Source: an optimization exercise on an open RTL-to-GDS flow (aim: small area and a short achievable clock period). Production flows keep margins and buffers that such runs may drop.
RTL that was checked went through simulation tests only; none was proved equivalent to the original.
For runs 3 and 4, only the layout was checked, not whether the RTL still works.
In runs 1 to 6 the design's own scripts or RTL, not TritonCTS, make the clock network.
The clock port is modelled as an ideal driver, which makes a skipped or thinned clock tree look cheaper than it is; a real chip needs a root buffer or a tree.
Power and IR drop assume default switching activity.

--- flow/design.v ---
module lightpipe_recv(
    input mclk,
    input rst,
    input adat,
    output reg wclk,
    output reg [23:0] word0,
    output reg [23:0] word1,
    output reg [23:0] word2,
    output reg [23:0] word3,
    output reg [23:0] word4,
    output reg [23:0] word5,
    output reg [23:0] word6,
    output reg [23:0] word7,
    output reg [3:0] user
);
reg reset_d, reset_dd;
reg in_d, in_dd, in_ddd, in_dddd;
reg [5:0] accum;
reg dbit;
wire transition = in_dddd ^ in_ddd;
wire strobe = accum[1] & accum[0];
always @(posedge mclk) begin
    reset_d <= ~rst;
    reset_dd <= reset_d;
end
always @(posedge mclk)
    if (reset_dd) {in_d, in_dd, in_ddd, in_dddd} <= 4'b0;
    else {in_d, in_dd, in_ddd, in_dddd} <= {adat, in_d, in_dd, in_ddd};
always @(posedge mclk)
    if (reset_dd || transition) accum <= 6'd0;
    else accum <= accum + 6'd1;
always @(posedge mclk)
    if (reset_dd) dbit <= 1'b0;
    else if (transition) dbit <= 1'b1;
    else if (accum == 6'd4) dbit <= 1'b0;
reg [7:0] framebit;
reg nloss_d;
reg [29:1] sr;
wire stb_next = ~reset_dd & ~transition & accum[1] & ~accum[0];
wire loss_s = accum[5];
wire resync = strobe & ~loss_s & ~nloss_d;
wire [23:0] oword = {sr[29:26], sr[24:21], sr[19:16], sr[14:11], sr[9:6], sr[4:1]};
always @(posedge mclk)
    if (!rst) nloss_d <= 1'b1;
    else if (strobe) nloss_d <= ~loss_s;
always @(posedge mclk)
    if (!rst) framebit <= 8'd0;
    else if (resync) framebit <= 8'd252;
    else if (strobe) framebit <= framebit + 8'd1;
reg at0, at128;
reg [7:0] ldw;
wire ld_next = rst & stb_next & (loss_s | nloss_d);
always @(posedge mclk) begin
    at0 <= stb_next & (~rst | (framebit == 8'd0));
    at128 <= rst & stb_next & (framebit == 8'd128);
    ldw[0] <= ld_next & (framebit == 8'd30);
    ldw[1] <= ld_next & (framebit == 8'd60);
    ldw[2] <= ld_next & (framebit == 8'd90);
    ldw[3] <= ld_next & (framebit == 8'd120);
    ldw[4] <= ld_next & (framebit == 8'd150);
    ldw[5] <= ld_next & (framebit == 8'd180);
    ldw[6] <= ld_next & (framebit == 8'd210);
    ldw[7] <= ld_next & (framebit == 8'd240);
end
wire ls = strobe & rst;
wire hs = ~strobe & rst;
wire [29:1] sr_d;
ao22 #(29) u_sr (.a({29{ls}}), .b({dbit, sr[29:2]}), .c({29{hs}}), .d(sr), .y(sr_d));
always @(posedge mclk) sr <= sr_d;
wire lu = at0 & rst;
wire hu = ~at0 & rst;
wire [3:0] user_d;
ao22 #(4) u_user (.a({4{lu}}), .b(sr[29:26]), .c({4{hu}}), .d(user), .y(user_d));
always @(posedge mclk) user <= user_d;
always @(posedge mclk)
    if (!rst) wclk <= 1'b0;
    else if (at0) wclk <= 1'b1;
    else if (at128) wclk <= 1'b0;
wire [7:0] L = ldw & {8{rst}};           
wire [7:0] L1 = ldw | {8{~rst}};         
wire [7:0] H = ~ldw & {8{rst}};          
wire [23:0] o1 = {oword[23:8], oword[7:0] | {8{~rst}}};
wire [23:0] d0, d1, d2, d3, d4, d5, d6, d7;
ao22 #(24) u_w0 (.a({24{L[0]}}), .b(oword), .c({24{H[0]}}), .d(word0), .y(d0));
ao22 #(24) u_w1 (.a({{16{L[1]}}, {8{L1[1]}}}), .b(o1), .c({24{H[1]}}), .d(word1), .y(d1));
ao22 #(24) u_w2 (.a({24{L[2]}}), .b(oword), .c({24{H[2]}}), .d(word2), .y(d2));
ao22 #(24) u_w3 (.a({{16{L[3]}}, {8{L1[3]}}}), .b(o1), .c({24{H[3]}}), .d(word3), .y(d3));
ao22 #(24) u_w4 (.a({24{L[4]}}), .b(oword), .c({24{H[4]}}), .d(word4), .y(d4));
ao22 #(24) u_w5 (.a({{16{L[5]}}, {8{L1[5]}}}), .b(o1), .c({24{H[5]}}), .d(word5), .y(d5));
ao22 #(24) u_w6 (.a({24{L[6]}}), .b(oword), .c({24{H[6]}}), .d(word6), .y(d6));
ao22 #(24) u_w7 (.a({{16{L[7]}}, {8{L1[7]}}}), .b(o1), .c({24{H[7]}}), .d(word7), .y(d7));
always @(posedge mclk) begin
    word0 <= d0; word1 <= d1; word2 <= d2; word3 <= d3;
    word4 <= d4; word5 <= d5; word6 <= d6; word7 <= d7;
end
endmodule
module ao22 #(parameter W = 1) (
    input [W-1:0] a,
    input [W-1:0] b,
    input [W-1:0] c,
    input [W-1:0] d,
    output [W-1:0] y
);
assign y = (a & b) | (c & d);
endmodule
--- flow/flow/run.sh ---
#!/bin/bash
# Standard synthesis and layout (standard.sh), except: the ports are buffered
# by the smallest buffer, and the clock tree is a two-level tree built by
# flow/cts.tcl (settings in flow/cts.env).
set -euo pipefail
HERE=$(pwd)
export BUFFER_PORTS_ARGS="-buffer_cell sky130_fd_sc_hd__buf_1"
export PRE_CTS_TCL=$HERE/flow/cts.tcl
export CLOCK_PORT=mclk
source $HERE/flow/cts.env
bash standard.sh > make.log 2>&1
--- flow/flow/cts.env ---
export ROOT_BUF=sky130_fd_sc_hd__clkbuf_16
export LEAF_BUF=sky130_fd_sc_hd__clkbuf_16
export ROOT_COUNT=4
export LEAF_SINKS=20
--- flow/flow/cts.tcl ---
# Clock tree built here in place of TritonCTS: the clock port drives a few
# root buffers, each of which drives leaf buffers, one per cluster of
# flip-flops (k-means on their placed positions). Sourced by ORFS's cts.tcl
# as PRE_CTS_TCL; it then does what the rest of cts.tcl does and writes the
# CTS results itself.

proc kmeans {pts k} {
  # pts: list of {x y}; returns list of cluster index per point
  set n [llength $pts]
  set sorted [lsort -real -index 0 [lmap p $pts {set p}]]
  set cx {}; set cy {}
  for {set i 0} {$i < $k} {incr i} {
    set s [lindex $sorted [expr {int(($i + 0.5) * $n / $k)}]]
    lappend cx [lindex $s 0]; lappend cy [lindex $s 1]
  }
  for {set iter 0} {$iter < 60} {incr iter} {
    set assign {}
    foreach p $pts {
      set best 0; set bd 1e30
      for {set i 0} {$i < $k} {incr i} {
        set d [expr {abs([lindex $p 0] - [lindex $cx $i]) + abs([lindex $p 1] - [lindex $cy $i])}]
        if {$d < $bd} { set bd $d; set best $i }
      }
      lappend assign $best
    }
    set sx [lrepeat $k 0.0]; set sy [lrepeat $k 0.0]; set sc [lrepeat $k 0]
    foreach p $pts a $assign {
      lset sx $a [expr {[lindex $sx $a] + [lindex $p 0]}]
      lset sy $a [expr {[lindex $sy $a] + [lindex $p 1]}]
      lset sc $a [expr {[lindex $sc $a] + 1}]
    }
    for {set i 0} {$i < $k} {incr i} {
      if {[lindex $sc $i] > 0} {
        lset cx $i [expr {[lindex $sx $i] / [lindex $sc $i]}]
        lset cy $i [expr {[lindex $sy $i] / [lindex $sc $i]}]
      }
    }
  }
  return [list $assign $cx $cy $sc]
}

set db [ord::get_db]
set block [ord::get_db_block]
set clkport [$block findBTerm $::env(CLOCK_PORT)]
set clknet [$clkport getNet]
set leaf_master [$db findMaster $::env(LEAF_BUF)]
set root_master [$db findMaster $::env(ROOT_BUF)]
set nroot $::env(ROOT_COUNT)

set sinks {}; set pts {}
foreach it [$clknet getITerms] {
  set bb [[$it getInst] getBBox]
  lappend sinks $it
  lappend pts [list [expr {([$bb xMin] + [$bb xMax]) / 2.0}] [expr {([$bb yMin] + [$bb yMax]) / 2.0}]]
}
set n [llength $sinks]
set k [expr {int(ceil(double($n) / $::env(LEAF_SINKS)))}]
lassign [kmeans $pts $k] assign cx cy sc
puts "custom cts: $n sinks, $k leaf clusters, sizes $sc"

set leaves {}; set lpts {}
for {set i 0} {$i < $k} {incr i} {
  if {[lindex $sc $i] == 0} { lappend leaves {}; continue }
  lappend leaves $i
  lappend lpts [list [lindex $cx $i] [lindex $cy $i]]
}
lassign [kmeans $lpts $nroot] rassign rcx rcy rsc
puts "custom cts: $nroot root clusters, sizes $rsc"

set rootnets {}
for {set r 0} {$r < $nroot} {incr r} {
  if {[lindex $rsc $r] == 0} { lappend rootnets {}; continue }
  set b [odb::dbInst_create $block $root_master clkbuf_root_$r]
  $b setLocation [expr {int([lindex $rcx $r])}] [expr {int([lindex $rcy $r])}]
  $b setPlacementStatus PLACED
  set net [odb::dbNet_create $block clknet_root_$r]
  $net setSigType CLOCK
  [$b findITerm A] connect $clknet
  [$b findITerm X] connect $net
  lappend rootnets $net
}
set leafnet [dict create]
foreach i $leaves r $rassign {
  set b [odb::dbInst_create $block $leaf_master clkbuf_leaf_$i]
  $b setLocation [expr {int([lindex $cx $i])}] [expr {int([lindex $cy $i])}]
  $b setPlacementStatus PLACED
  set net [odb::dbNet_create $block clknet_leaf_$i]
  $net setSigType CLOCK
  [$b findITerm A] connect [lindex $rootnets $r]
  [$b findITerm X] connect $net
  dict set leafnet $i $net
}
foreach it $sinks a $assign {
  $it disconnect
  $it connect [dict get $leafnet $a]
}

set_propagated_clock [all_clocks]
set_placement_padding -global \
  -left $::env(CELL_PAD_IN_SITES_DETAIL_PLACEMENT) \
  -right $::env(CELL_PAD_IN_SITES_DETAIL_PLACEMENT)
detailed_placement
log_cmd estimate_parasitics -placement
report_clock_skew
report_clock_latency

repair_timing_helper
detailed_placement
check_placement -verbose
report_metrics 4 "cts final"
orfs_write_db $::env(RESULTS_DIR)/4_1_cts.odb
orfs_write_sdc $::env(RESULTS_DIR)/4_cts.sdc
exit
--- flow/standard.sh ---
#!/bin/bash
# synth_recipe.tcl (not shown) runs the flow's synth.tcl, then flattens the netlist and writes it again
# the make line also repeats each setting of config.mk as NAME=value (left out here)
make -C /OpenROAD-flow-scripts/flow DESIGN_CONFIG=/design/flow/config.mk WORK_HOME=/design/flow/orfs CLKGATE_MAP_FILE= SYNTH_SCRIPT=/design/flow/synth_recipe.tcl "${@:-finish}"
--- flow/config.mk ---
export PLATFORM = sky130hd
export DESIGN_NAME = lightpipe_recv
export DESIGN_NICKNAME = lightpipe_recv
export VERILOG_FILES = /design/flow/design.v
export SDC_FILE = /design/flow/constraint.sdc
export NUM_CORES = 4
export LEC_CHECK = 0
export CAP_MARGIN = 20
export CORE_MARGIN = 2
export CORE_UTILIZATION = 65
export PLACE_DENSITY = 0.75
export SETUP_SLACK_MARGIN = 1.3
export SLEW_MARGIN = 20
export SYNTH_HIERARCHICAL = 1
--- flow/constraint.sdc ---
create_clock -name core_clock -period 3.0 [get_ports {mclk}]
set_input_delay 0.6000 -clock core_clock [delete_from_list [all_inputs] [get_ports {mclk}]]
set_output_delay 0.6000 -clock core_clock [all_outputs]
set_load 0.01 [all_outputs]
==> results of run 1 <==
timing repair:
| item | in CTS | in global routing |
|---|---|---|
| buffers inserted | 0 | 1 |
| gates resized for setup | 7 | 3 |
| endpoints found under the setup margin | 240 | 126 |
| gates cloned | 1 | 0 |
| hold buffers | 0 | 0 |
synth_stat cells, types with 4 or more instances:
library cell               number
sky130_fd_sc_hd__dfxtp_1      258
sky130_fd_sc_hd__a22o_1       225
sky130_fd_sc_hd__nor2_1        17
sky130_fd_sc_hd__nand2b_1      13
sky130_fd_sc_hd__inv_1         12
sky130_fd_sc_hd__and2_1        10
sky130_fd_sc_hd__nand2_1        8
sky130_fd_sc_hd__nor4_1         7
sky130_fd_sc_hd__a21oi_1        6
sky130_fd_sc_hd__nand3_1        6
sky130_fd_sc_hd__ha_1           5
sky130_fd_sc_hd__nor2b_1        4
sky130_fd_sc_hd__xor2_1         4
metal layers:
metal  vias up  global-route usage  wire, µm
met5         -                   0         0
met4         0               0.104       685
met3        61              0.0306      1170
met2       281               0.507     10300
met1      3095               0.413      8780
li1       2846                   -         -
area by class of cell:
cell class	count	area (µm²)	area share
sequential	258	5170	0.542
multi-input combinational	340	2780	0.292
timing repair buffer	215	908	0.0954
buffer	17	425	0.0447
tap	147	184	0.0193
inverter	12	52.6	0.00552
timing repair inverter	1	7.51	0.000788
state kept, by name, indices dropped and copies added (netlist names), 4 cells and up:
name	cells
sr	29
word0	24
word1	24
word2	24
word3	24
word4	24
word5	24
word6	24
word7	24
framebit	8
ldw	8
accum	6
user	4
path summary, 6_finish.rpt:
check | slack [ps] | to | startpoint | depth (start not counted)
worst max-delay path | 1390 | word5[4] | rst | 4
worst min-delay path | 330 | reset_dd | reset_d | 0
worst max register to register | 1390 | framebit[7] | accum[1] | 4
worst min register to register | 330 | reset_dd | reset_d | 0
through the flow:
step	hold WS (ps)	setup WS (ps)	util	power, mW	cells
finish	333	1390	0.793	5.72	990
global route	336	1280	0.793	5.89	990
CTS	335	1310	0.791	5.73	989
detailed placement	315	612	0.753	3.81	971
global placement	317	778	0.753	3.80	971
floorplan	310	1060	-	3.71	619
where the power goes:
| group | internal [mW] | total [mW] | switching, mW |
|---|---|---|---|
| clock network | 1.01 | 1.98 | 0.966 |
| logic | 0.0802 | 0.230 | 0.150 |
| registers | 3.47 | 3.51 | 0.0361 |
| total | 4.57 | 5.72 | 1.15 |
cells by family (layout without fill, tap and decap cells):
family,count (synthesis),after routing
adder cells (fa/ha/maj),5,5
multiplexers,1,1
AND/OR/NAND/NOR,84,84
buffers and inverters,21,245
flip-flops,258,258
AO/OA/AOI/OAI,242,242
XOR/XNOR,8,8
critical path, delay by kind of cell:
kind                   cells  cell delay (ps)
AO/OA/AOI/OAI              1              270
buffers and inverters      2              520
AND/OR/NAND/NOR            1              370
==> qor.log, run 1 <==
qor: floorplanning.fp.dieH 115 µm
qor: detailed_routing.avgRoutedWirePerCell 21.2 µm
qor: sta.fin_crit_sh 0.537
qor: logic_synthesis.muxShareOfSynthArea 0.00125
qor: worst_setup_path.worst-path-max-fanout 19
qor: sta.min_period 1610 ps
qor: min_path.hold_removal_path_class reg -> reg
qor: sta.max_slew_margin 0.496
qor: worst_setup_path.critical_path_arrival 1760 ps
qor: cells_and_area.layout-area-overhead-vs-synth 18.8%
qor: worst_setup_path.kind_of_capture_point_of_the_worst_setup_path flip-flop
qor: sta.number_of_endpoints_failing_setup_at_the_final_stage 0
qor: sta.tightest_slew 756 ps
qor: sta.achievable-frequency 621 MHz
qor: logic_synthesis.ys_warn_count 7
qor: global_routing.grt_antenna_before_repair 0
qor: global_routing.grt_use_total 0.302
qor: logic_synthesis.xor_xnor_share_of_the_synthesized_area 0.00968
qor: placed_design.placed_area 0.00904 mm²
qor: cells_and_area.layout-drive-gt1-share 0.0652
qor: logic_synthesis.post-synth-top-area-cell sky130_fd_sc_hd__dfxtp_1
qor: floorplanning.placement_rows 40
qor: global_routing.remaining_global_route_overflow 0
qor: cells_and_area.n_antenna_cell 0
qor: placed_design.numPortBuffers 199
qor: clock_tree.clkLatencyLatePin 310 ps
qor: logic_synthesis.post-synth-top-area-fraction 0.644
qor: detailed_routing.number_of_search_and_repair_iterations_in_the_first_detailed_routing_pass 5
qor: sta.final.setup.tns 0 ps
qor: logic_synthesis.postSynthCellCount 619
qor: detailed_routing.route.detailed.vias_per_inst 6.35
qor: logic_synthesis.synth-async-reset-ratio 0
qor: worst_setup_path.critical_path.startpoint_type input pin
qor: logic_synthesis.post_synth_num_cell_types 44
qor: detailed_routing.vias 6283
qor: logic_synthesis.dominant_combinational_cell_family_by_area_after_synthesis compound AO/OA/AOI/OAI gates
qor: power.vdd_drop_max 0.510 mV
qor: sta.rsz0062_at_grt true
qor: logic_synthesis.postSynth.topFlopCell sky130_fd_sc_hd__dfxtp_1
qor: logic_synthesis.yosys_register_bits 258
qor: cells_and_area.finish.instance_area 0.00952 mm²
qor: sta.slew_viol_final 0
qor: worst_setup_path.worst_ep_required_time 3150 ps
qor: cells_and_area.fillerInstances 805
qor: logic_synthesis.count_of_flip_flops_with_a_built_in_enable_after_synthesis 0
qor: logic_synthesis.netlist_top_cells_area sky130_fd_sc_hd__dfxtp_1 64%, sky130_fd_sc_hd__a22o_1 25%, sky130_fd_sc_hd__nand2b_1 1.0%
qor: worst_setup_path.cp_slowest_stage_delay 370 ps
qor: floorplanning.initial_utilization 0.667
qor: detailed_routing.dr.first_iter.drc_count 521
qor: global_routing.first_global_vias 6009
qor: logic_synthesis.yosysSeqAreaShare 0.644
qor: cells_and_area.final_common_cell sky130_fd_sc_hd__dfxtp_1
qor: placed_design.dp_hpwl 14000 µm
qor: global_routing.grt_first_pass_wirelength 32400 µm
qor: outcome.status no timing/DRC/antenna violations
qor: power.cellLeakagePower 3.69 nW
qor: clock_tree.path_clk_slew 70 ps
qor: floorplanning.floorplan.die_area 0.0132 mm²
qor: floorplanning.core 0.0120 mm²
qor: logic_synthesis.synth_adder_area_share 0.00781
qor: cells_and_area.layout.cells.most_common_list 257 x sky130_fd_sc_hd__dfxtp_1, 225 x sky130_fd_sc_hd__a22o_1, 198 x sky130_fd_sc_hd__buf_1, 17 x sky130_fd_sc_hd__clkbuf_16
qor: logic_synthesis.post_synth_and_or_nand_nor_area_fraction 0.0643
qor: detailed_routing.finalWirelength 21000 µm
qor: placed_design.routabilityCongestion 0.856
qor: detailed_routing.ant_nets 0
qor: logic_synthesis.share_of_the_synthesized_area_in_compound_gates_ao_oa_aoi_oai 0.260
qor: sta.timing.final.hold_violations 0
qor: power.powerDensity 600 mW/mm²
qor: logic_synthesis.average_footprint_of_a_synthesized_cell 12.9 µm²
qor: worst_setup_path.critPathKind in -> reg
qor: worst_setup_path.critical-path-slowest-cell sky130_fd_sc_hd__or2b_2
qor: global_routing.grt_max_degree 30
qor: worst_setup_path.cp_cell_sequence clkbuf_4 > or2b_2 > clkinvlp_4 > a22o_1
qor: logic_synthesis.postSynthNetCount 627
qor: cells_and_area.finish.net_count 853
qor: detailed_routing.drc 0
qor: job.drv.max_cap_violation_count 0
qor: floorplanning.die_w 115 µm
qor: floorplanning.design.portCount 200
qor: logic_synthesis.mapped_cell_area 0.00801 mm²
qor: sta.fin_worst_skew 51.7 ps
==> inputs of run 2 (changes only) <==
--- a/flow/config.mk
+++ b/flow/config.mk
@@ -11,3 +11,3 @@
 export PLACE_DENSITY = 0.75
-export SETUP_SLACK_MARGIN = 1.3
+export SETUP_SLACK_MARGIN = 1.6
 export SLEW_MARGIN = 20
==> qor.log, run 2 <==
qor: logic_synthesis.post-synth-top-area-cell sky130_fd_sc_hd__dfxtp_1
qor: sta.tightest_slew 529 ps
qor: sta.number_of_endpoints_failing_setup_at_the_final_stage 0
qor: logic_synthesis.synth-async-reset-ratio 0
qor: cells_and_area.layout-area-overhead-vs-synth 29.0%
qor: logic_synthesis.postSynthCellCount 619
qor: sta.fin_worst_skew 34.8 ps
qor: sta.fin_crit_sh 0.478
qor: clock_tree.cts_hold_repair.buffers 0
qor: floorplanning.floorplan.die_area 0.0132 mm²
qor: worst_setup_path.cp_cell_sequence buf_4 > buf_4 > and2_4 > a22o_1
qor: detailed_routing.number_of_search_and_repair_iterations_in_the_first_detailed_routing_pass 5
qor: logic_synthesis.synth_commonest_cells 258 x sky130_fd_sc_hd__dfxtp_1, 225 x sky130_fd_sc_hd__a22o_1, 17 x sky130_fd_sc_hd__nor2_1, 13 x sky130_fd_sc_hd__nand2b_1, 12 x sky130_fd_sc_hd__inv_1
qor: worst_setup_path.worst-path-max-fanout 24
qor: logic_synthesis.postSynthNetCount 627
qor: outcome.status no timing/DRC/antenna violations
qor: floorplanning.core 0.0120 mm²
qor: power.cellLeakagePower 4.53 nW
qor: placed_design.numPortBuffers 199
qor: cells_and_area.layout-drive-gt1-share 0.456
qor: logic_synthesis.yosys.cell_count.top_type sky130_fd_sc_hd__dfxtp_1
qor: floorplanning.placement_rows 40
qor: worst_setup_path.critPathKind in -> reg
qor: logic_synthesis.average_footprint_of_a_synthesized_cell 12.9 µm²
qor: global_routing.first_global_vias 5918
qor: placed_design.preCtsSetupSlack 771 ps
qor: sta.max_slew_margin 0.647
qor: worst_setup_path.cpMostUsedCell sky130_fd_sc_hd__buf_4
qor: worst_setup_path.critPathBufInv 2
qor: worst_setup_path.cp_slowest_stage_delay 390 ps
qor: sta.min_setup_slack_post_route 1560 ps
qor: global_routing.grt_max_degree 30
qor: job.drv.max_cap_violation_count 0
qor: logic_synthesis.netlist_top_cells_area sky130_fd_sc_hd__dfxtp_1 64%, sky130_fd_sc_hd__a22o_1 25%, sky130_fd_sc_hd__nand2b_1 1.0%
qor: logic_synthesis.count_of_flip_flops_with_a_built_in_enable_after_synthesis 0
qor: detailed_routing.route.detailed.vias_per_inst 6.60
qor: sta.achievable-frequency 697 MHz
qor: logic_synthesis.post_synth_num_cell_types 44
qor: sta.slew_viol_final 0
qor: logic_synthesis.mapped_cell_area 0.00801 mm²
qor: worst_setup_path.kind_of_capture_point_of_the_worst_setup_path flip-flop
qor: placed_design.routabilityCongestion 0.883
qor: cells_and_area.finish.instance_area 0.0103 mm²
qor: sta.final.setup.tns 0 ps
qor: worst_setup_path.critical_path.startpoint_type input pin
qor: global_routing.remaining_global_route_overflow 0
qor: sta.rsz0062_at_grt true
qor: detailed_routing.vias 6650
qor: detailed_routing.ant_nets 0
qor: detailed_routing.finalWirelength 23500 µm
qor: sta.min_period 1440 ps
qor: cells_and_area.largest_register_ff_count 29
qor: logic_synthesis.yosys_register_bits 258
qor: logic_synthesis.ys_warn_count 7
qor: detailed_routing.drc 0
qor: logic_synthesis.post-synth-top-area-fraction 0.644
qor: placed_design.dp_hpwl 13700 µm
qor: global_routing.grt_antenna_before_repair 0
qor: floorplanning.fp.dieH 115 µm
qor: worst_setup_path.critical_path_arrival 1670 ps
qor: floorplanning.initial_utilization 0.667
qor: logic_synthesis.postSynth.topFlopCell sky130_fd_sc_hd__dfxtp_1
qor: clock_tree.path_clk_slew 90 ps
qor: cells_and_area.layout.cells.most_common_list 225 x sky130_fd_sc_hd__a22o_1, 137 x sky130_fd_sc_hd__dfxtp_1, 120 x sky130_fd_sc_hd__dfxtp_2, 79 x sky130_fd_sc_hd__buf_2, 68 x sky130_fd_sc_hd__clkbuf_2
qor: cells_and_area.finish.net_count 870
qor: worst_setup_path.critical-path-slowest-cell sky130_fd_sc_hd__and2_4
qor: worst_setup_path.worst_ep_required_time 3230 ps
qor: detailed_routing.avgRoutedWirePerCell 23.3 µm
qor: worst_setup_path.cpLargestDelayFamily buffers and inverters
qor: cells_and_area.largest-register sr
qor: logic_synthesis.yosysSeqAreaShare 0.644
qor: floorplanning.design.portCount 200
qor: min_path.hold_removal_path_class reg -> reg
qor: global_routing.grt_use_total 0.324
qor: clock_tree.clkLatencyLatePin 310 ps
qor: global_routing.grt_first_pass_wirelength 33900 µm
qor: power.powerDensity 562 mW/mm²
qor: sta.timing.final.hold_violations 0
qor: floorplanning.die_w 115 µm
qor: detailed_routing.dr.first_iter.drc_count 619
qor: power.vdd_drop_max 0.536 mV
qor: cells_and_area.n_antenna_cell 0
qor: cells_and_area.final_common_cell sky130_fd_sc_hd__a22o_1
qor: placed_design.placed_area 0.00898 mm²
## run 2: worst paths after layout
check                              start  cells past startpoint           to  slack (ps)
worst min register to register   reset_d                      0     reset_dd         360
worst max register to register  accum[1]                      4  framebit[7]        1610
worst max-delay path                 rst                      4    word6[14]        1560
worst min-delay path             reset_d                      0     reset_dd         360
## run 2: area by class of cell
type                            instances  area [µm²]
Buffer                                 17         425
Inverter                               12        62.6
Sequential cell                       258        5320
Multi-Input combinational cell        346        2950
Tap cell                              147         184
Timing Repair inverter                  6        45.0
Timing Repair Buffer                  221        1360
Fill cell                             596        1670
## run 2: routing by layer
metal / routed length [µm] / GRT usage / part of all wire
met3: 2010 / 0.0538 / 0.085
met4: 738 / 0.0900 / 0.031
met2: 11400 / 0.538 / 0.49
met5: 0 / 0 / 0
met1: 9300 / 0.444 / 0.40
## run 2: logic make-up (layout without fill, tap and decap cells)
kind of cell,after synthesis,after routing,synth area share
simple gates,84,90,0.0643
mux,1,1,0.00125
flops,258,258,0.644
buf+inv,21,256,0.0122
compound gates,242,242,0.260
xor+xnor,8,8,0.00968
fa+ha+maj,5,5,0.00781
## run 2: per-stage QoR
stage | power, mW | utilization | instances | hold WS [ps]
global placement | 3.79 | 0.748 | 957 | 322
finish | 5.81 | 0.861 | 1007 | 356
floorplan | 3.72 | - | 619 | 310
detailed placement | 3.80 | 0.748 | 957 | 331
CTS | 5.78 | 0.822 | 1002 | 353
global route | 5.96 | 0.861 | 1007 | 361
## run 2: power breakdown
group	internal [mW]	leakage [nW]	switching, mW	total (mW)
clock	1.01	0.209	0.996	2.01
sequential	3.48	2.14	0.0380	3.51
combinational	0.111	2.18	0.178	0.289
## run 2: worst register-to-register path: stages, from the launching register on
cell,delay [ps]
sky130_fd_sc_hd__dfxtp_2,380
sky130_fd_sc_hd__ha_4,170
sky130_fd_sc_hd__nand3_1,130
sky130_fd_sc_hd__or4_1,490
sky130_fd_sc_hd__a31oi_1,160
## run 2: repair_timing
item,4_1_cts,5_1_grt
gates resized for setup,158,212
gates cloned,12,0
setup buffers,16,5
pin swaps,6,1
setup endpoints to repair,356,315
==> inputs of run 3 (changes only) <==
--- a/flow/design.v
+++ b/flow/design.v
@@ -20,3 +20,2 @@
 wire transition = in_dddd ^ in_ddd;
-wire strobe = accum[1] & accum[0];
 always @(posedge mclk) begin
@@ -39,2 +38,4 @@
 wire stb_next = ~reset_dd & ~transition & accum[1] & ~accum[0];
+reg strobe;      
+always @(posedge mclk) strobe <= stb_next;
 wire loss_s = accum[5];
--- a/flow/config.mk
+++ b/flow/config.mk
@@ -11,3 +11,3 @@
 export PLACE_DENSITY = 0.75
-export SETUP_SLACK_MARGIN = 1.6
+export SETUP_SLACK_MARGIN = 1.5
 export SLEW_MARGIN = 20
==> qor.log, run 3 <==
qor: sta.slew_viol_final 0
qor: logic_synthesis.synth_commonest_cells 259 x sky130_fd_sc_hd__dfxtp_1, 225 x sky130_fd_sc_hd__a22o_1, 17 x sky130_fd_sc_hd__nor2_1, 12 x sky130_fd_sc_hd__nand2b_1, 11 x sky130_fd_sc_hd__inv_1
qor: worst_setup_path.critical_path.startpoint_type input pin
qor: floorplanning.fp.dieH 115 µm
qor: worst_setup_path.critPathKind in -> reg
qor: sta.rsz0062_at_grt true
qor: cells_and_area.largest-register sr
qor: worst_setup_path.cp_slowest_stage_delay 420 ps
qor: power.vdd_drop_max 0.498 mV
qor: logic_synthesis.post_synth_num_cell_types 41
qor: sta.number_of_endpoints_failing_setup_at_the_final_stage 0
qor: sta.tightest_slew 731 ps
qor: logic_synthesis.post-synth-top-area-fraction 0.648
qor: detailed_routing.avgRoutedWirePerCell 22.8 µm
qor: sta.fin_worst_skew 38.6 ps
qor: logic_synthesis.netlist_top_cells_area sky130_fd_sc_hd__dfxtp_1 65%, sky130_fd_sc_hd__a22o_1 25%, sky130_fd_sc_hd__nand2b_1 0.94%
qor: logic_synthesis.average_footprint_of_a_synthesized_cell 12.9 µm²
qor: floorplanning.die_w 115 µm
qor: min_path.holdCritStartpoint reset_d
qor: worst_setup_path.cp_cell_sequence buf_6 > clkinvlp_2 > nor2_1 > a22o_1
qor: sta.fin_crit_sh 0.509
qor: sta.final.setup.tns 0 ps
qor: cells_and_area.layout-area-overhead-vs-synth 23.5%
qor: clock_tree.path_clk_slew 90 ps
qor: worst_setup_path.critical_path_arrival 1790 ps
qor: sta.max_slew_margin 0.513
qor: detailed_routing.number_of_search_and_repair_iterations_in_the_first_detailed_routing_pass 5
qor: detailed_routing.ant_nets 0
qor: cells_and_area.layout-drive-gt1-share 0.114
qor: outcome.status no timing/DRC/antenna violations
qor: min_path.hold_path_end reset_dd
qor: sta.achievable-frequency 654 MHz
qor: detailed_routing.finalWirelength 23200 µm
qor: worst_setup_path.worst_ep_required_time 3260 ps
qor: min_path.hold_removal_path_class reg -> reg
qor: floorplanning.initial_utilization 0.667
qor: floorplanning.placement_rows 40
qor: logic_synthesis.postSynthNetCount 629
qor: sta.timing.final.hold_violations 0
qor: clock_tree.cts_hold_repair.buffers 0
qor: placed_design.numPortBuffers 199
qor: floorplanning.floorplan.die_area 0.0132 mm²
qor: logic_synthesis.yosysSeqAreaShare 0.648
qor: worst_setup_path.crit-reg2reg-launch strobe
qor: logic_synthesis.ys_warn_count 7
qor: worst_setup_path.regToRegSetupSlack 1500 ps
qor: global_routing.grt_max_degree 30
qor: global_routing.grt_first_pass_wirelength 34800 µm
qor: detailed_routing.vias 6640
qor: cells_and_area.finish.net_count 880
qor: logic_synthesis.yosys_register_bits 259
qor: global_routing.first_global_vias 6193
qor: logic_synthesis.post-synth-top-area-cell sky130_fd_sc_hd__dfxtp_1
qor: clock_tree.clkLatencyLatePin 300 ps
qor: detailed_routing.route.detailed.vias_per_inst 6.53
qor: floorplanning.core 0.0120 mm²
qor: placed_design.dp_hpwl 13900 µm
qor: global_routing.remaining_global_route_overflow 0
qor: sta.min_period 1530 ps
qor: logic_synthesis.postSynthCellCount 621
qor: cells_and_area.layout.cells.most_common_list 256 x sky130_fd_sc_hd__dfxtp_1, 225 x sky130_fd_sc_hd__a22o_1, 193 x sky130_fd_sc_hd__buf_1, 19 x sky130_fd_sc_hd__buf_4, 17 x sky130_fd_sc_hd__clkbuf_16
qor: sta.worst_hold_slack 321 ps
qor: detailed_routing.dr.first_iter.drc_count 687
qor: worst_setup_path.critical-path-slowest-cell sky130_fd_sc_hd__nor2_1
qor: job.drv.max_cap_violation_count 0
qor: cells_and_area.final_common_cell sky130_fd_sc_hd__dfxtp_1
qor: worst_setup_path.kind_of_capture_point_of_the_worst_setup_path flip-flop
qor: cells_and_area.largest_register_ff_count 29
qor: cells_and_area.n_antenna_cell 0
qor: logic_synthesis.yosys.cell_count.top_type sky130_fd_sc_hd__dfxtp_1
qor: min_path.worstHoldPathCells 0
qor: logic_synthesis.postSynth.topFlopCell sky130_fd_sc_hd__dfxtp_1
qor: worst_setup_path.worst-path-max-fanout 17
qor: global_routing.grt_antenna_before_repair 0
qor: worst_setup_path.reg2reg_depth 3
qor: logic_synthesis.synth-async-reset-ratio 0
qor: logic_synthesis.mapped_cell_area 0.00801 mm²
qor: floorplanning.design.portCount 200
qor: logic_synthesis.count_of_flip_flops_with_a_built_in_enable_after_synthesis 0
qor: placed_design.routabilityCongestion 0.849
qor: worst_setup_path.regToRegEndpoint framebit[7]
qor: detailed_routing.drc 0
qor: power.cellLeakagePower 3.80 nW
qor: global_routing.grt_use_total 0.331
qor: power.powerDensity 590 mW/mm²
-- run 3: layout make-up --
type,instances,area (µm²)
multi-input cells,347,2870
fillers,720,2120
inverters,11,60.1
plain buffers,17,425
repair inverters,7,50.0
well taps,147,184
flip-flops and latches,259,5190
repair buffers,229,1110
-- run 3: worst max-delay path: cells and delay by family --
kind                   cells  cell delay [ps]
buffers and inverters      2              560
AO/OA/AOI/OAI              1              200
AND/OR/NAND/NOR            1              420
-- run 3: worst max-delay path by stage --
stage	from	end	slack [ps]	depth (start not counted)
after global placement	rst	word6[12]	560	4
after floorplan	rst	sr[10]	1500	4
after detailed placement	rst	word2[7]	450	4
final	rst	user[3]	1470	4
after global routing	strobe	framebit[7]	1440	3
after CTS	strobe	framebit[7]	1510	3
-- run 3: what timing repair did --
action                     4_1_cts  5_1_grt
pin swaps                       10        1
setup endpoints to repair      243       50
gates cloned                    10        2
setup buffers                   27        2
resized for setup               22       12
-- run 3: per-stage QoR --
stage	power, mW	utilization	cell area, µm²	std cells	setup slack (ps)
floorplan	3.73	-	8070	621	1500
global placement	3.80	0.746	8950	959	556
detailed placement	3.81	0.746	8950	959	451
CTS	5.80	0.818	9820	1013	1510
global route	5.97	0.823	9890	1017	1440
finish	5.83	0.823	9890	1017	1470
-- run 3: kinds of logic (layout without fill, tap and decap cells) --
family / Yosys count / in the layout / share of synthesized area
multiplexers: 1 / 1 / 0.00125
AND/OR/NAND/NOR: 88 / 93 / 0.0650
XOR/XNOR: 8 / 8 / 0.00969
adder cells (fa/ha/maj): 5 / 5 / 0.00781
AO/OA/AOI/OAI: 240 / 240 / 0.257
flip-flops: 259 / 259 / 0.647
buffers and inverters: 20 / 264 / 0.0116
-- run 3: power by group --
part	leakage (nW)	internal, mW	switching [mW]
clock	0.209	1.01	0.989
sequential	2.10	3.49	0.0387
combinational	1.49	0.117	0.183
total	3.80	4.62	1.21
-- run 3: metal layers --
layer / vias up / wire, µm / track usage / share of wire
met1: 3304 / 9550 / 0.453 / 0.41
met2: 368 / 11300 / 0.557 / 0.49
met4: 0 / 636 / 0.0884 / 0.027
met5: - / 0 / 0 / 0
li1: 2910 / - / - / -
met3: 58 / 1750 / 0.0490 / 0.075
==> inputs of run 4 (changes only) <==
--- a/flow/flow/run.sh
+++ b/flow/flow/run.sh
@@ -6,3 +6,3 @@
 HERE=$(pwd)
-export BUFFER_PORTS_ARGS="-buffer_cell sky130_fd_sc_hd__buf_1"
+export BUFFER_PORTS_ARGS="-buffer_cell sky130_fd_sc_hd__buf_2"
 export PRE_CTS_TCL=$HERE/flow/cts.tcl
--- a/flow/config.mk
+++ b/flow/config.mk
@@ -11,3 +11,3 @@
 export PLACE_DENSITY = 0.75
-export SETUP_SLACK_MARGIN = 1.5
+export SETUP_SLACK_MARGIN = 1.55
 export SLEW_MARGIN = 20
==> qor.log, run 4 <==
qor: power.clock_power_share 0.345
qor: detailed_routing.vias 6673
qor: cells_and_area.final_common_cell sky130_fd_sc_hd__dfxtp_1
qor: global_routing.grt_use_total 0.323
qor: floorplanning.placement_rows 40
qor: detailed_routing.number_of_search_and_repair_iterations_in_the_first_detailed_routing_pass 5
qor: cells_and_area.largest_register_ff_count 29
qor: clock_tree.cts_hold_repair.buffers 0
qor: detailed_routing.ant_nets 0
qor: cells_and_area.fillerInstances 702
qor: global_routing.met2_track_demand_over_resource 0.532
qor: sta.slew_viol_final 0
qor: detailed_routing.finalWirelength 23300 µm
qor: worst_setup_path.critPathKind in -> reg
qor: floorplanning.die_w 115 µm
qor: sta.tightest_slew 736 ps
qor: global_routing.grt_antenna_before_repair 0
qor: placed_design.dp_cells 960
qor: detailed_routing.drc 0
qor: logic_synthesis.yosys.cell_count.top_type sky130_fd_sc_hd__dfxtp_1
qor: placed_design.dp_hpwl 14200 µm
qor: logic_synthesis.average_footprint_of_a_synthesized_cell 12.9 µm²
qor: global_routing.remaining_global_route_overflow 0
qor: cells_and_area.layout-drive-gt1-share 0.350
qor: sta.timing.final.hold_violations 0
qor: floorplanning.fp.dieH 115 µm
qor: power.net-switching-power 1.20 mW
qor: cells_and_area.largest-register sr
qor: sta.worst_hold_slack 335 ps
qor: floorplanning.design.portCount 200
qor: sta.max_slew_margin 0.509
qor: floorplanning.floorplan.die_area 0.0132 mm²
qor: logic_synthesis.post-synth-top-area-cell sky130_fd_sc_hd__dfxtp_1
qor: sta.min_period 1480 ps
qor: power.p_int 4.61 mW
qor: sta.rsz0062_at_grt true
qor: logic_synthesis.ys_warn_count 7
qor: floorplanning.core 0.0120 mm²
qor: sta.achievable-frequency 674 MHz
qor: cells_and_area.layout-area-overhead-vs-synth 25.8%
qor: logic_synthesis.postSynthCellCount 621
qor: logic_synthesis.postSynth.topFlopCell sky130_fd_sc_hd__dfxtp_1
qor: logic_synthesis.post-synth-top-area-fraction 0.648
qor: sta.final.setup.tns 0 ps
qor: worst_setup_path.critical_path_arrival 1670 ps
qor: clock_tree.path_clk_slew 80 ps
qor: job.drv.max_cap_violation_count 0
qor: global_routing.first_global_vias 5956
qor: power.total_power 5.82 mW
qor: cells_and_area.layout.cells.non_filler 1013
qor: logic_synthesis.mapped_cell_area 0.00801 mm²
qor: sta.fin_worst_skew 33.6 ps
qor: global_routing.grt_first_pass_wirelength 33800 µm
qor: power.vdd_drop_max 0.365 mV
qor: worst_setup_path.critical_path.startpoint_type input pin
qor: floorplanning.initial_utilization 0.667
qor: placed_design.routabilityCongestion 0.859
qor: cells_and_area.utilization 0.838
qor: worst_setup_path.worst_ep_required_time 3190 ps
qor: logic_synthesis.yosysSeqAreaShare 0.648
qor: sta.number_of_endpoints_failing_setup_at_the_final_stage 0
qor: power.netSwitchingFraction 0.207
qor: logic_synthesis.synth-async-reset-ratio 0
qor: outcome.status no timing/DRC/antenna violations
qor: clock_tree.clkLatencyLatePin 320 ps
qor: cells_and_area.layout.cells.most_common_list 240 x sky130_fd_sc_hd__dfxtp_1, 225 x sky130_fd_sc_hd__a22o_1, 198 x sky130_fd_sc_hd__buf_2, 19 x sky130_fd_sc_hd__buf_4
qor: logic_synthesis.post_synth_num_cell_types 41
qor: global_routing.gr-max-usage-layer met2
qor: cells_and_area.finish.net_count 876
qor: power.pwr-share-comb 0.049
qor: min_path.hold_removal_path_class reg -> reg
qor: power.cellLeakagePower 4.59 nW
qor: placed_design.numPortBuffers 199
qor: logic_synthesis.netlist_top_cells_area sky130_fd_sc_hd__dfxtp_1 65%, sky130_fd_sc_hd__a22o_1 25%, sky130_fd_sc_hd__nand2b_1 0.94%
qor: worst_setup_path.kind_of_capture_point_of_the_worst_setup_path flip-flop
qor: detailed_routing.route.detailed.vias_per_inst 6.59
qor: power.sequential_cell_fraction_of_total_power 0.606
qor: worst_setup_path.worst-path-max-fanout 16
qor: global_routing.grt_use_met1 0.446
qor: logic_synthesis.postSynthNetCount 629
qor: sta.fin_crit_sh 0.495
qor: logic_synthesis.synth_commonest_cells 259 x sky130_fd_sc_hd__dfxtp_1, 225 x sky130_fd_sc_hd__a22o_1, 17 x sky130_fd_sc_hd__nor2_1, 12 x sky130_fd_sc_hd__nand2b_1, 11 x sky130_fd_sc_hd__inv_1
qor: logic_synthesis.count_of_flip_flops_with_a_built_in_enable_after_synthesis 0
qor: power.powerDensity 577 mW/mm²
qor: detailed_routing.dr.first_iter.drc_count 787
qor: global_routing.grt_max_degree 30
qor: detailed_routing.avgRoutedWirePerCell 23.0 µm
qor: global_routing.grtUsageMet3 0.0337
qor: logic_synthesis.yosys_register_bits 259
qor: cells_and_area.n_antenna_cell 0
run 4: logic make-up (layout without fill, tap and decap cells):
| group | after synthesis | after routing | synth area share |
|---|---|---|---|
| XOR/XNOR | 8 | 8 | 0.00969 |
| flip-flops | 259 | 259 | 0.647 |
| adder cells (fa/ha/maj) | 5 | 5 | 0.00781 |
| multiplexers | 1 | 1 | 0.00125 |
| buffers and inverters | 20 | 259 | 0.0116 |
| AND/OR/NAND/NOR | 88 | 94 | 0.0650 |
| AO/OA/AOI/OAI | 240 | 240 | 0.257 |
run 4: per-layer routing:
| layer | wire length, µm | vias up |
|---|---|---|
| met5 | 0 | - |
| li1 | - | 2909 |
| met4 | 815 | 0 |
| met2 | 11000 | 437 |
| met3 | 2120 | 62 |
| met1 | 9340 | 3265 |
run 4: final cells by class:
class | count | area, µm² | share of cell area
flip-flops and latches | 259 | 5210 | 0.517
multi-input cells | 348 | 2880 | 0.286
repair buffers | 224 | 1270 | 0.126
plain buffers | 17 | 425 | 0.0422
well taps | 147 | 184 | 0.0183
inverters | 11 | 56.3 | 0.00559
repair inverters | 7 | 50.0 | 0.00497
run 4: critical path, stage by stage:
cell,delay (ps)
sky130_fd_sc_hd__buf_8,140
sky130_fd_sc_hd__buf_8,130
sky130_fd_sc_hd__and3b_2,230
sky130_fd_sc_hd__nand4b_1,160
sky130_fd_sc_hd__buf_4,200
sky130_fd_sc_hd__nor4_1,200
run 4: through the flow:
step / area, µm² / setup slack, ps
5_1_grt: 10100 / 1490
4_1_cts: 9910 / 1520
2_1_floorplan: 8080 / 1540
3_3_place_gp: 9210 / 917
3_5_place_dp: 9210 / 819
6_report: 10100 / 1520
run 4: timing repair:
action | 4_1_cts | 5_1_grt
setup buffers | 11 | 11
pin swaps | 9 | 2
setup endpoints to repair | 237 | 130
gates resized for setup | 20 | 26
cloned | 12 | 2
run 4: power by group through the flow:
stage	Combinational [mW]	Clock (mW)	Sequential, mW
final	0.284	2.01	3.53
after global routing	0.302	2.14	3.53
after CTS	0.258	2.02	3.53
after detailed placement	0.220	0	3.61
after global placement	0.212	0	3.60
after floorplan	0.119	0	3.61
run 4: final timing paths:
path | depth (start not counted) | slack (ps) | end | startpoint
hold reg to reg | 0 | 330 | reset_dd | reset_d
setup reg to reg | 2 | 1590 | word0[20] | ldw[0]
setup / recovery | 6 | 1520 | ldw[6] | rst
hold / removal | 0 | 330 | reset_dd | reset_d
==> inputs of run 5 (changes only) <==
--- a/flow/design.v
+++ b/flow/design.v
@@ -20,2 +20,3 @@
 wire transition = in_dddd ^ in_ddd;
+wire strobe = accum[1] & accum[0];
 always @(posedge mclk) begin
@@ -38,4 +39,2 @@
 wire stb_next = ~reset_dd & ~transition & accum[1] & ~accum[0];
-reg strobe;      
-always @(posedge mclk) strobe <= stb_next;
 wire loss_s = accum[5];
--- a/flow/flow/run.sh
+++ b/flow/flow/run.sh
@@ -6,3 +6,3 @@
 HERE=$(pwd)
-export BUFFER_PORTS_ARGS="-buffer_cell sky130_fd_sc_hd__buf_2"
+export BUFFER_PORTS_ARGS="-buffer_cell sky130_fd_sc_hd__buf_1"
 export PRE_CTS_TCL=$HERE/flow/cts.tcl
--- a/flow/config.mk
+++ b/flow/config.mk
@@ -11,3 +11,3 @@
 export PLACE_DENSITY = 0.75
-export SETUP_SLACK_MARGIN = 1.55
+export SETUP_SLACK_MARGIN = 1.5
 export SLEW_MARGIN = 20
==> qor.log, run 5 <==
qor: min_path.worstHoldPathCells 0
qor: placed_design.dp_hpwl 14200 µm
qor: clock_tree.path_clk_slew 80 ps
qor: sta.max_slew_margin 0.617
qor: worst_setup_path.critPathBufInv 1
qor: logic_synthesis.synth-async-reset-ratio 0
qor: power.vdd_drop_max 0.437 mV
qor: floorplanning.design.portCount 200
qor: worst_setup_path.critical-path-slowest-cell sky130_fd_sc_hd__dfxtp_1
qor: power.p_int 4.60 mW
qor: worst_setup_path.critical_path.startpoint_type flip-flop
qor: logic_synthesis.post-synth-top-area-cell sky130_fd_sc_hd__dfxtp_1
qor: global_routing.grt_use_total 0.324
qor: worst_setup_path.reg2reg_depth 4
qor: floorplanning.die_w 115 µm
qor: logic_synthesis.post_synth_and_or_nand_nor_area_fraction 0.0643
qor: placed_design.dp_cells 961
qor: sta.timing.final.hold_violations 0
qor: floorplanning.floorplan.die_area 0.0132 mm²
qor: sta.min_period 1490 ps
qor: logic_synthesis.yosysSeqAreaShare 0.644
qor: logic_synthesis.synth_commonest_cells 258 x sky130_fd_sc_hd__dfxtp_1, 225 x sky130_fd_sc_hd__a22o_1, 17 x sky130_fd_sc_hd__nor2_1, 13 x sky130_fd_sc_hd__nand2b_1, 12 x sky130_fd_sc_hd__inv_1
qor: cells_and_area.largest-register sr
qor: logic_synthesis.ys_warn_count 7
qor: sta.slew_viol_final 0
qor: worst_setup_path.regToRegSetupSlack 1580 ps
qor: worst_setup_path.worst_ep_required_time 2400 ps
qor: cells_and_area.utilization 0.817
qor: detailed_routing.dr.first_iter.drc_count 711
qor: logic_synthesis.count_of_flip_flops_with_a_built_in_enable_after_synthesis 0
qor: global_routing.grt_max_degree 30
qor: logic_synthesis.yosys.cell_count.top_type sky130_fd_sc_hd__dfxtp_1
qor: detailed_routing.finalWirelength 22700 µm
qor: detailed_routing.ant_nets 0
qor: worst_setup_path.crit_cells 1
qor: floorplanning.core 0.0120 mm²
qor: power.pwr-share-comb 0.049
qor: power.netSwitchingFraction 0.207
qor: detailed_routing.vias 6596
qor: global_routing.remaining_global_route_overflow 0
qor: logic_synthesis.postSynthCellCount 619
qor: power.clock_power_share 0.346
qor: worst_setup_path.kind_of_capture_point_of_the_worst_setup_path output pin
qor: sta.rsz0062_at_grt true
qor: detailed_routing.met2_wl_post_dr 11100 µm
qor: global_routing.grt_first_pass_wirelength 34300 µm
qor: min_path.hold_removal_path_class reg -> reg
qor: outcome.status no timing/DRC/antenna violations
qor: cells_and_area.n_antenna_cell 0
qor: sta.tightest_slew 575 ps
qor: clock_tree.clkLatencyLatePin 310 ps
qor: placed_design.preCtsSetupSlack 576 ps
qor: worst_setup_path.critPathKind reg -> out
qor: logic_synthesis.postSynthNetCount 627
qor: detailed_routing.route.detailed.vias_per_inst 6.52
qor: logic_synthesis.postSynth.topFlopCell sky130_fd_sc_hd__dfxtp_1
qor: logic_synthesis.synth_adder_area_share 0.00781
qor: worst_setup_path.critical_path_arrival 890 ps
qor: logic_synthesis.netlist_top_cells_area sky130_fd_sc_hd__dfxtp_1 64%, sky130_fd_sc_hd__a22o_1 25%, sky130_fd_sc_hd__nand2b_1 1.0%
qor: logic_synthesis.average_footprint_of_a_synthesized_cell 12.9 µm²
qor: clock_tree.cts_hold_repair.buffers 0
qor: detailed_routing.number_of_search_and_repair_iterations_in_the_first_detailed_routing_pass 5
qor: cells_and_area.layout.cells.non_filler 1012
qor: logic_synthesis.yosys_register_bits 258
qor: logic_synthesis.mapped_cell_area 0.00801 mm²
qor: cells_and_area.area_of_the_multi_input_gates 0.00290 mm²
qor: placed_design.routabilityCongestion 0.825
qor: worst_setup_path.cp_cell_sequence buf_1
qor: logic_synthesis.muxShareOfSynthArea 0.00125
qor: sta.min_setup_slack_post_route 1510 ps
qor: logic_synthesis.share_of_the_synthesized_area_in_compound_gates_ao_oa_aoi_oai 0.260
qor: detailed_routing.top_signal_layer_used met4
qor: sta.fin_worst_skew 38.2 ps
qor: logic_synthesis.post_synth_num_cell_types 44
qor: sta.final.setup.tns 0 ps
qor: global_routing.first_global_vias 6189
qor: logic_synthesis.dominant_combinational_cell_family_by_area_after_synthesis compound AO/OA/AOI/OAI gates
qor: detailed_routing.routed-wl-met3 1840 µm
qor: sta.fin_crit_sh 0.495
qor: job.drv.max_cap_violation_count 0
qor: cells_and_area.finish.net_count 875
qor: worst_setup_path.worst-path-max-fanout 2
qor: worst_setup_path.cpLargestDelayFamily flip-flops
qor: cells_and_area.layout.cells.most_common_list 253 x sky130_fd_sc_hd__dfxtp_1, 225 x sky130_fd_sc_hd__a22o_1, 198 x sky130_fd_sc_hd__buf_1, 24 x sky130_fd_sc_hd__buf_4, 17 x sky130_fd_sc_hd__clkbuf_16
qor: cells_and_area.largest_register_ff_count 29
qor: floorplanning.initial_utilization 0.667
qor: placed_design.numPortBuffers 199
qor: global_routing.grt_antenna_before_repair 0
qor: cells_and_area.area.sequential 0.00517 mm²
qor: floorplanning.placement_rows 40
qor: detailed_routing.drc 0
qor: floorplanning.fp.dieH 115 µm
qor: cells_and_area.layout-drive-gt1-share 0.108
qor: sta.number_of_endpoints_failing_setup_at_the_final_stage 0
qor: detailed_routing.avgRoutedWirePerCell 22.4 µm
qor: power.net-switching-power 1.20 mW
qor: cells_and_area.fillerInstances 726
qor: logic_synthesis.xor_xnor_share_of_the_synthesized_area 0.00968
qor: cells_and_area.final_common_cell sky130_fd_sc_hd__dfxtp_1
qor: sta.achievable-frequency 673 MHz
qor: worst_setup_path.cp_slowest_stage_delay 410 ps
qor: power.sequential_cell_fraction_of_total_power 0.605
qor: logic_synthesis.post-synth-top-area-fraction 0.644
qor: detailed_routing.m1WireLength 9050 µm
qor: power.cellLeakagePower 3.81 nW
qor: power.powerDensity 591 mW/mm²
qor: cells_and_area.layout-area-overhead-vs-synth 22.5%
run 5: cell types whose count changed in the layout (fill, tap and decap cells not counted), sizes merged, moves of 2 or more:
cell / before / now
o2111ai: 0 / 2
buf: 223 / 230
inv: 7 / 9
clkinvlp: 11 / 5
run 5: path summary, 6_finish.rpt:
check / from / end
worst max register to register: accum[0] / sr[27]
worst min register to register: reset_d / reset_dd
worst max-delay path: word1[23] / word1[23]
worst min-delay path: reset_d / reset_dd
run 5: power groups by stage:
| stage | logic (mW) | clock network, mW | registers [mW] |
|---|---|---|---|
| after floorplan | 0.117 | 0 | 3.60 |
| after global placement | 0.208 | 0 | 3.58 |
| after detailed placement | 0.215 | 0 | 3.59 |
| after CTS | 0.272 | 2.01 | 3.51 |
| after global routing | 0.300 | 2.13 | 3.51 |
| final | 0.283 | 2.00 | 3.51 |
run 5: metal layers:
metal | track usage | up-vias
li1 | - | 2898
met3 | 0.0416 | 65
met1 | 0.436 | 3248
met2 | 0.553 | 385
met5 | 0 | -
met4 | 0.0932 | 0
run 5: layout make-up:
class | instances | share of cell area
buffer | 17 | 0.0434
sequential | 258 | 0.527
timing repair inverter | 2 | 0.00153
timing repair buffer | 230 | 0.108
tap | 147 | 0.0187
inverter | 12 | 0.00574
multi-input combinational | 346 | 0.296
run 5: cells by family (layout without fill, tap and decap cells):
kind of cell	count (synthesis)	count (layout)
AO/OA/AOI/OAI	242	242
buffers and inverters	21	261
XOR/XNOR	8	8
AND/OR/NAND/NOR	84	90
adder cells (fa/ha/maj)	5	5
multiplexers	1	1
flip-flops	258	258
run 5: what timing repair did:
| action | 4_1_cts | 5_1_grt |
|---|---|---|
| gates resized for setup | 21 | 14 |
| endpoints found under the setup margin | 240 | 109 |
| pin swaps | 10 | 1 |
| buffers inserted | 26 | 0 |
| cloned | 7 | 1 |
run 5: through the flow:
stage,area (µm²),hold slack (ps),power (mW)
final,9810,348,5.80
after global routing,9810,353,5.94
after CTS,9760,336,5.79
after detailed placement,8980,318,3.80
after global placement,8980,319,3.79
after floorplan,8070,310,3.71
==> inputs of run 6 (changes only) <==
--- a/flow/config.mk
+++ b/flow/config.mk
@@ -9,4 +9,4 @@
 export CORE_MARGIN = 2
-export CORE_UTILIZATION = 65
-export PLACE_DENSITY = 0.75
+export CORE_UTILIZATION = 55
+export PLACE_DENSITY = 0.7
 export SETUP_SLACK_MARGIN = 1.5
==> qor.log, run 6 <==
qor: cells_and_area.largest_register_ff_count 29
qor: global_routing.grt_first_pass_wirelength 34100 µm
qor: floorplanning.fp.dieH 125 µm
qor: cells_and_area.area_of_the_multi_input_gates 0.00295 mm²
qor: logic_synthesis.average_footprint_of_a_synthesized_cell 12.9 µm²
qor: worst_setup_path.worst_ep_required_time 2400 ps
qor: logic_synthesis.share_of_the_synthesized_area_in_compound_gates_ao_oa_aoi_oai 0.260
qor: worst_setup_path.critical_path_arrival 870 ps
qor: logic_synthesis.post_synth_num_cell_types 44
qor: logic_synthesis.postSynthCellCount 619
qor: cells_and_area.layout-area-overhead-vs-synth 21.3%
qor: clock_tree.cts_hold_repair.buffers 0
qor: logic_synthesis.post_synth_and_or_nand_nor_area_fraction 0.0643
qor: cells_and_area.layout.cells.most_common_list 255 x sky130_fd_sc_hd__dfxtp_1, 225 x sky130_fd_sc_hd__a22o_1, 197 x sky130_fd_sc_hd__buf_1, 17 x sky130_fd_sc_hd__clkbuf_16, 12 x sky130_fd_sc_hd__nor2_1
qor: power.sequential_cell_fraction_of_total_power 0.607
qor: global_routing.grt_use_total 0.267
qor: cells_and_area.fillerInstances 1124
qor: power.cellLeakagePower 3.71 nW
qor: logic_synthesis.yosys_register_bits 258
qor: sta.fin_crit_sh 0.488
qor: power.pwr-share-comb 0.044
qor: min_path.hold_removal_path_class reg -> reg
qor: outcome.status no timing/DRC/antenna violations
qor: worst_setup_path.critPathBufInv 1
qor: cells_and_area.finish.net_count 854
qor: worst_setup_path.kind_of_capture_point_of_the_worst_setup_path output pin
qor: sta.number_of_endpoints_failing_setup_at_the_final_stage 0
qor: sta.rsz0062_at_grt true
qor: logic_synthesis.xor_xnor_share_of_the_synthesized_area 0.00968
qor: placed_design.dp_hpwl 14200 µm
qor: global_routing.gr-max-usage-layer met2
qor: detailed_routing.dr.first_iter.drc_count 527
qor: cells_and_area.n_antenna_cell 0
qor: worst_setup_path.cp_slowest_stage_delay 410 ps
qor: sta.min_period 1470 ps
qor: global_routing.remaining_global_route_overflow 0
qor: global_routing.first_global_vias 5697
qor: global_routing.grt_antenna_before_repair 0
qor: detailed_routing.finalWirelength 22200 µm
qor: logic_synthesis.yosys.cell_count.top_type sky130_fd_sc_hd__dfxtp_1
qor: power.clock_power_share 0.349
qor: detailed_routing.ant_nets 0
qor: floorplanning.core 0.0144 mm²
qor: worst_setup_path.cpLargestDelayFamily flip-flops
qor: logic_synthesis.netlist_top_cells_area sky130_fd_sc_hd__dfxtp_1 64%, sky130_fd_sc_hd__a22o_1 25%, sky130_fd_sc_hd__nand2b_1 1.0%
qor: global_routing.grtUsageMet3 0.0326
qor: logic_synthesis.post-synth-top-area-fraction 0.644
qor: worst_setup_path.worst-path-max-fanout 2
qor: placed_design.numPortBuffers 199
qor: sta.achievable-frequency 682 MHz
qor: global_routing.grt_max_degree 30
qor: floorplanning.design.portCount 200
qor: logic_synthesis.yosysSeqAreaShare 0.644
qor: logic_synthesis.postSynthNetCount 627
qor: floorplanning.initial_utilization 0.558
qor: logic_synthesis.synth_commonest_cells 258 x sky130_fd_sc_hd__dfxtp_1, 225 x sky130_fd_sc_hd__a22o_1, 17 x sky130_fd_sc_hd__nor2_1, 13 x sky130_fd_sc_hd__nand2b_1, 12 x sky130_fd_sc_hd__inv_1
qor: sta.tightest_slew 766 ps
qor: detailed_routing.vias 6268
qor: sta.fin_worst_skew 38.9 ps
qor: floorplanning.floorplan.die_area 0.0156 mm²
qor: floorplanning.die_w 125 µm
qor: sta.final.setup.tns 0 ps
qor: worst_setup_path.critical-path-slowest-cell sky130_fd_sc_hd__dfxtp_1
qor: detailed_routing.avgRoutedWirePerCell 21.6 µm
qor: power.net-switching-power 1.20 mW
qor: power.powerDensity 594 mW/mm²
qor: sta.worst_hold_slack 333 ps
qor: cells_and_area.largest-register sr
qor: floorplanning.placement_rows 44
qor: cells_and_area.layout-drive-gt1-share 0.0853
qor: power.vdd_drop_max 0.346 mV
qor: placed_design.routabilityCongestion 0.885
qor: logic_synthesis.post-synth-top-area-cell sky130_fd_sc_hd__dfxtp_1
qor: detailed_routing.number_of_search_and_repair_iterations_in_the_first_detailed_routing_pass 5
qor: sta.max_slew_margin 0.490
qor: cells_and_area.final_common_cell sky130_fd_sc_hd__dfxtp_1
qor: logic_synthesis.mapped_cell_area 0.00801 mm²
qor: logic_synthesis.synth-async-reset-ratio 0
qor: global_routing.met2_track_demand_over_resource 0.444
qor: detailed_routing.drc 0
qor: sta.slew_viol_final 0
qor: logic_synthesis.muxShareOfSynthArea 0.00125
qor: logic_synthesis.ys_warn_count 7
qor: logic_synthesis.count_of_flip_flops_with_a_built_in_enable_after_synthesis 0
qor: logic_synthesis.synth_adder_area_share 0.00781
qor: power.netSwitchingFraction 0.208
qor: clock_tree.clkLatencyLatePin 300 ps
qor: power.total_power 5.78 mW
qor: logic_synthesis.dominant_combinational_cell_family_by_area_after_synthesis compound AO/OA/AOI/OAI gates
qor: logic_synthesis.postSynth.topFlopCell sky130_fd_sc_hd__dfxtp_1
qor: detailed_routing.route.detailed.vias_per_inst 6.10
qor: global_routing.grt_use_met1 0.374
qor: worst_setup_path.cp_cell_sequence buf_1
qor: cells_and_area.area.sequential 0.00517 mm²
qor: job.drv.max_cap_violation_count 0
qor: sta.timing.final.hold_violations 0
qor: clock_tree.path_clk_slew 100 ps
qor: worst_setup_path.critical_path.startpoint_type flip-flop
qor: worst_setup_path.critPathKind reg -> out
qor: power.p_int 4.57 mW
[run 6: worst paths after layout]
| kind | slack, ps | cells after the start | start | to |
|---|---|---|---|---|
| max | 1530 | 1 | word4[22] | word4[22] |
| min reg2reg | 330 | 0 | reset_d | reset_dd |
| min | 330 | 0 | reset_d | reset_dd |
| max reg2reg | 1560 | 3 | framebit[2] | at0 |
[run 6: power by group through the flow]
stage | Combinational (mW) | Clock, mW | Sequential [mW]
5_1_grt | 0.274 | 2.16 | 3.52
4_1_cts | 0.247 | 2.02 | 3.51
3_3_place_gp | 0.213 | 0 | 3.58
3_5_place_dp | 0.219 | 0 | 3.59
2_1_floorplan | 0.117 | 0 | 3.60
6_report | 0.254 | 2.01 | 3.51
[run 6: routing by layer]
metal,vias up,routed length [µm]
met5,-,0
met1,3092,9660
met3,48,1260
met2,269,10600
met4,0,634
li1,2859,-
[run 6: final cells by class]
class,count,area share
Tap cell,184,0.0237
Sequential cell,258,0.532
Timing Repair inverter,1,0.000772
Multi-Input combinational cell,345,0.304
Buffer,17,0.0438
Inverter,12,0.00541
Timing Repair Buffer,211,0.0909
[run 6: cells by family after synthesis]
| group | after synthesis |
|---|---|
| AOI/OAI and AO/OA | 242 |
| muxes | 1 |
| adders and majority gates | 5 |
| DFF | 258 |
| and+or+nand+nor | 84 |
| buffers and inverters | 21 |
| xor gates and xnor gates | 8 |
[run 6: metrics by stage]
stage	utilization	worst slack, ps	instances	instance area, µm²
after floorplan	-	1510	619	8070
after global placement	0.628	740	998	9030
after detailed placement	0.628	611	998	9030
after CTS	0.670	1510	1028	9630
after global routing	0.677	1470	1028	9720
final	0.677	1530	1028	9720
[run 6: what timing repair did]
| action | 4_1_cts | 5_1_grt |
|---|---|---|
| pin swaps | 6 | 1 |
| gates cloned | 6 | 0 |
| resized for setup | 22 | 15 |
| buffers inserted | 7 | 0 |
| setup endpoints to repair | 239 | 40 |
==> inputs of run 7 (changes only) <==
--- a/flow/config.mk
+++ b/flow/config.mk
@@ -9,4 +9,4 @@
 export CORE_MARGIN = 2
-export CORE_UTILIZATION = 55
-export PLACE_DENSITY = 0.7
+export CORE_UTILIZATION = 78
+export PLACE_DENSITY = 0.85
 export SETUP_SLACK_MARGIN = 1.5
==> qor.log, run 7 <==
qor: outcome.first-error [ERROR DPL-0038] Utilization greater than 100%, impossible to legalize
qor: sta.timing.worst_endpoint.kind register data pin
qor: outcome.status stopped before the end
qor: global_routing.grt_max_degree 30
qor: logic_synthesis.synth-async-reset-ratio 0
qor: logic_synthesis.average_footprint_of_a_synthesized_cell 12.9 µm²
qor: logic_synthesis.post-synth-top-area-fraction 0.644
qor: logic_synthesis.postSynthCellCount 619
qor: placed_design.dp_hpwl 15000 µm
qor: logic_synthesis.mapped_cell_area 0.00801 mm²
qor: placed_design.numPortBuffers 199
qor: sta.grt-worst-endpoint sr[27]$_DFF_P_/D
qor: floorplanning.design.portCount 200
qor: logic_synthesis.postSynthNetCount 627
qor: logic_synthesis.yosysSeqAreaShare 0.644
qor: logic_synthesis.post_synth_num_cell_types 44
qor: logic_synthesis.synth_commonest_cells 258 x sky130_fd_sc_hd__dfxtp_1, 225 x sky130_fd_sc_hd__a22o_1, 17 x sky130_fd_sc_hd__nor2_1, 13 x sky130_fd_sc_hd__nand2b_1, 12 x sky130_fd_sc_hd__inv_1
qor: logic_synthesis.yosys.cell_count.top_type sky130_fd_sc_hd__dfxtp_1
qor: logic_synthesis.yosys_register_bits 258
qor: outcome.flow.stopped_at 5_1_grt
qor: floorplanning.placement_rows 37
qor: logic_synthesis.netlist_top_cells_area sky130_fd_sc_hd__dfxtp_1 64%, sky130_fd_sc_hd__a22o_1 25%, sky130_fd_sc_hd__nand2b_1 1.0%
qor: floorplanning.initial_utilization 0.790
qor: floorplanning.die_w 105 µm
qor: placed_design.routabilityCongestion 0.886
qor: logic_synthesis.postSynth.topFlopCell sky130_fd_sc_hd__dfxtp_1
qor: logic_synthesis.count_of_flip_flops_with_a_built_in_enable_after_synthesis 0
qor: logic_synthesis.ys_warn_count 7
qor: logic_synthesis.post-synth-top-area-cell sky130_fd_sc_hd__dfxtp_1
qor: clock_tree.cts_hold_repair.buffers 0
qor: floorplanning.fp.dieH 105 µm
-- run 7: cell counts after synthesis --
Identical to the previous run, type by type.
-- run 7: kinds of logic after synthesis --
group	synth area share
flip-flops	0.644
AO/OA/AOI/OAI	0.260
AND/OR/NAND/NOR	0.0643
buffers and inverters	0.0122
XOR/XNOR	0.00968
adder cells (fa/ha/maj)	0.00781
multiplexers	0.00125
-- run 7: through the flow --
step           cell area (µm²)  std cells  power (mW)  utilization  setup slack (ps)
4_1_cts                   9830       1001        5.79        0.969              1360
3_5_place_dp              8950        947        3.80        0.882               539
3_3_place_gp              8950        947        3.79        0.882               687
2_1_floorplan             8070        619        3.71            -              1510
-- run 7: how the worst min path moves through the flow --
stage,startpoint,end,slack (ps),cells after the start
detailed placement,reset_d,reset_dd,330,0
global placement,reset_d,reset_dd,350,0
CTS,reset_d,reset_dd,360,0
floorplan,reset_d,reset_dd,310,0
-- run 7: timing repair --
| action | 4_1_cts |
|---|---|
| pin swaps | 14 |
| gates cloned | 9 |
| resized for setup | 35 |
| buffers inserted | 28 |
| endpoints found under the hold margin | 0 |
| setup endpoints to repair | 245 |
-- run 7: power groups by stage --
stage | Sequential (mW) | Clock, mW | Combinational [mW]
2_1_floorplan | 3.60 | 0 | 0.117
4_1_cts | 3.51 | 1.99 | 0.286
3_3_place_gp | 3.58 | 0 | 0.205
3_5_place_dp | 3.59 | 0 | 0.216

re-timing with driven ports:
The flow's constraints put no driver on any port. The routed layouts listed below were extracted and timed again, unchanged, in two steps. Step 1 sets driving cells, clkbuf_16 on the clock port and buf_2 on the other inputs (assumed; they add their load-dependent delay and slew). Step 2 moves the port delays by t, midway between the first and last clock arrival at a register: inputs arrive t later, outputs are due t later. That takes back most of the time a late clock gives input paths. Slacks: ideal ports / drivers / drivers and shift; pairs: ideal ports / drivers.
run | t, ns | slack for setup (ns) | worst slew at a driven data input, ns | pins driven straight from the clock port
run 1 | 0.371 | 1.390 / 1.393 / 1.084 | 0.03 | 4
run 2 | 0.387 | 1.565 / 1.503 / 1.249 | 0.03 | 4
run 3 | 0.379 | 1.472 / 1.422 / 1.147 | 0.04 | 4
run 4 | 0.380 | 1.516 / 1.476 / 1.160 | 0.06 | 4
run 5 | 0.385 | 1.514 / 1.421 / 1.213 | 0.04 | 4
run 6 | 0.370 | 1.535 / 1.448 / 1.213 | 0.07 | 4
After both steps setup and hold are still met in every run listed. The setup slack of run 4, which loses most, moves by -0.040 ns with the drivers and by -0.356 ns with both steps.
